Context: an optimization exercise on an open-source flow, tuned for small area. The choices shown serve that exercise and are no tape-out recipe. In this exercise RTL edits were held to simulation tests only and were not proved equivalent to the original.

Setup of P:
==> module lpf_stage_acc, before the edit <==
module lpf_stage_acc	(	v,
				d,
				k,
				en,
				vn);
input	[19:0]	v;
input	[20:0]	d;
input	[3:0]	k;
input		en;
output	[19:0]	vn;
wire signed	[20:0]	ds = d;
wire	[20:0]	shf = ds >>> k;
lpf_add_v	ADD_V	(	.x(v),
				.y(shf[19:0] & {20{en}}),
				.s(vn));
endmodule
==> module lpf_cascade, before the edit <==
module lpf_cascade	(	clk,
				rst,
				sample_clk,
				k,
				vin,
				vout,
				vout_valid);
input		clk;
input		rst;
input		sample_clk;
input	[3:0]	k;
input	[13:0]	vin;
output	[19:0]	vout;
output		vout_valid;
reg		sample_clk_old;
reg	[13:0]	vin_h;
reg	[3:0]	k_h;
reg	[4:0]	ph;
reg	[1:0]	clr_n;
reg		pend;
reg		run;
reg		run2;
reg	[19:0]	V0, V1, V2, V3, V4;
reg	[19:0]	W0, W1, W2, W3, W4;
reg		d20;
wire		sample = sample_clk & !sample_clk_old;
wire		ph4 = ph[4];
wire		clr = (clr_n != 2'd0);
wire	[19:0]	x = {vin_h, 6'b000000};
wire	[19:0]	in_n = ~(ph4 ? x : V1);
wire	[19:0]	in2_n = ~((run2 & ph[0]) ? x : V0);
wire	[20:0]	d_n;
wire	[19:0]	vn;
lpf_stage_sub	SUB	(	.in_n(in_n),
				.w_n(W0),
				.v(V0),
				.k(k_h),
				.d_n(d_n));
lpf_stage_acc	ACC	(	.v(V4),
				.d({d20, W4}),
				.k(k_h),
				.en(run2),
				.vn(vn));
assign vout = V3;
assign vout_valid = run & ph[2];
always @(posedge clk) begin
	sample_clk_old <= sample_clk & !rst;
	if (sample) begin
		vin_h <= vin;
		k_h <= k;
	end
	if (rst) begin
		ph <= 5'b00100;
		clr_n <= 2'd2;
		pend <= 1'b0;
		run <= 1'b0;
		run2 <= 1'b0;
	end else begin
		ph <= {ph[3:0], ph[4]};
		if (ph4) begin
			if (clr)
				clr_n <= clr_n - 2'd1;
			run <= (pend | sample) & (clr_n[1] == 1'b0);
			pend <= (pend | sample) & clr_n[1];
		end else begin
			pend <= pend | sample;
		end
		run2 <= run;
	end
	d20 <= !d_n[20];
	V0 <= V1;
	V1 <= V2;
	V2 <= V3;
	V3 <= (rst | clr) ? 20'd0 : vn;
	V4 <= V0;
	W0 <= W1;
	W1 <= W2;
	W2 <= W3;
	W3 <= ~((run2 | clr) ? ~in2_n : W4);
	W4 <= ~(run ? d_n[19:0] : W0);
end
endmodule
==> flow/config.mk <==
export PLATFORM = sky130hd
export DESIGN_NAME = lpf_cascade
export DESIGN_NICKNAME = lpf_cascade
export VERILOG_FILES = /design/flow/design.v
export SDC_FILE = /design/flow/constraint.sdc
export NUM_CORES = 4
export LEC_CHECK = 0
export ABC_AREA = 1
export CAP_MARGIN = 20
export CORE_MARGIN = 2
export CORE_UTILIZATION = 55
export GPL_ROUTABILITY_DRIVEN = 0
export GPL_TIMING_DRIVEN = 0
export PLACE_DENSITY = 0.7
export SLEW_MARGIN = 20
export SYNTH_HIERARCHICAL = 1
export SYNTH_MINIMUM_KEEP_SIZE = 0
==> flow/constraint.sdc <==
create_clock -name core_clock -period 10.0 [get_ports {clk}]
set_input_delay 2.0000 -clock core_clock [delete_from_list [all_inputs] [get_ports {clk}]]
set_output_delay 2.0000 -clock core_clock [all_outputs]
set_load 0.01 [all_outputs]
standard.sh (not shown) runs the stock make flow with config.mk's settings and CLKGATE_MAP_FILE= SYNTH_SCRIPT=/design/flow/synth_recipe.tcl, a recipe that flattens the netlist after the stock synthesis.
==> flow/flow/run.sh <==
#!/bin/bash
# The standard layout (standard.sh) with three changes:
#  - synthesis uses ORFS's own scripts unchanged except ABC's area script,
#    which maps for area only (amap) instead of map with buffering and
#    sizing for delay; registers are mapped exactly as the standard
#    synthesis maps them (dfflibmap runs before ABC);
#  - each port gets a single buf_1 buffer;
#  - the clock tree is built from clkbuf_4 cells without dummy loads.
# Each tool's output goes to its own log file in this folder.
set -euo pipefail
rm -rf scripts_local
cp -r "$FLOW_HOME/scripts" scripts_local
printf 'strash\ndch\namap -F 4 -A 8\ntopo\n' > scripts_local/abc_area.script
SCRIPTS_DIR="$PWD/scripts_local" bash standard.sh synth > synth.log 2>&1
export BUFFER_PORTS_ARGS="-buffer_cell sky130_fd_sc_hd__buf_1"
export CTS_ARGS="-sink_clustering_enable -repair_clock_nets -dont_use_dummy_load -buf_list {sky130_fd_sc_hd__clkbuf_4} -sink_clustering_size 10 -sink_clustering_max_diameter 40"
bash standard.sh > standard.log 2>&1
--- input diff P..Q ---
diff --git a/flow/design.v b/flow/design.v
--- a/flow/design.v
+++ b/flow/design.v
@@ -25,21 +25,22 @@
 				.y(vm),
 				.s(d_n));
 endmodule
 module lpf_stage_acc	(	v,
-				d,
+				d_n,
 				k,
 				en,
 				vn);
 input	[19:0]	v;
-input	[20:0]	d;
+input	[20:0]	d_n;
 input	[3:0]	k;
 input		en;
 output	[19:0]	vn;
-wire signed	[20:0]	ds = d;
-wire	[20:0]	shf = ds >>> k;
+wire signed	[20:0]	ds_n = d_n;
+wire	[20:0]	shf_n = ds_n >>> k;
+wire	[19:0]	sh = ~(shf_n[19:0] | {20{!en}});
 lpf_add_v	ADD_V	(	.x(v),
-				.y(shf[19:0] & {20{en}}),
+				.y(sh),
 				.s(vn));
 endmodule
 module lpf_add_s	(	x,
 			y,
@@ -112,9 +113,9 @@
 reg		run;
 reg		run2;
 reg	[19:0]	V0, V1, V2, V3, V4;
 reg	[19:0]	W0, W1, W2, W3, W4;
-reg		d20;
+reg		d20_n;
 wire		sample = sample_clk & !sample_clk_old;
 wire		ph4 = ph[4];
 wire		clr = (clr_n != 2'd0);
 wire	[19:0]	x = {vin_h, 6'b000000};
@@ -127,9 +128,9 @@
 				.v(V0),
 				.k(k_h),
 				.d_n(d_n));
 lpf_stage_acc	ACC	(	.v(V4),
-				.d({d20, W4}),
+				.d_n({d20_n, W4}),
 				.k(k_h),
 				.en(run2),
 				.vn(vn));
 assign vout = V3;
@@ -157,17 +158,17 @@
 			pend <= pend | sample;
 		end
 		run2 <= run;
 	end
-	d20 <= !d_n[20];
+	d20_n <= d_n[20];
 	V0 <= V1;
 	V1 <= V2;
 	V2 <= V3;
 	V3 <= (rst | clr) ? 20'd0 : vn;
 	V4 <= V0;
 	W0 <= W1;
 	W1 <= W2;
 	W2 <= W3;
-	W3 <= ~((run2 | clr) ? ~in2_n : W4);
-	W4 <= ~(run ? d_n[19:0] : W0);
+	W3 <= (run2 | clr) ? in2_n : W4;
+	W4 <= run ? d_n[19:0] : W0;
 end
 endmodule
==> run notes <==
Q vs. P: depth of the most critical reg-to-reg path has decreased; worst setup slack saw a decrease; area growth from synthesis to layout shows a reduction of 0.39 points.
Q: via count of the first global-routing pass is 5.0% lower than what P reported.
| core region area | higher: Q |
Post-synthesis share of cell area spent on full adders, half adders and majority gates delta (P -> Q): insignificant

[port drivers added, routing unchanged]
The results above use ideal ports. As a check the final layouts listed here were re-extracted and re-timed, cells and wires unchanged. Step 1 assumes that a clkbuf_16 drives the clock port and a buf_2 every other input. Step 2, shift: input delay + t, output delay - t, t = (earliest + latest rising clock arrival at the registers) / 2. This alone moves slack from input paths to output paths. Three values: no drivers, after step 1, after step 2; two values: the first two.
run | t, ns | setup slack, ns | worst hold slack (ns)
P | 0.659 | 0.189 / 0.189 / 0.189 | 0.317 / 0.317 / 0.317
Q | 0.646 | 0.178 / 0.178 / 0.178 | 0.300 / 0.300 / 0.300
After both steps setup and hold are still met in every run listed.
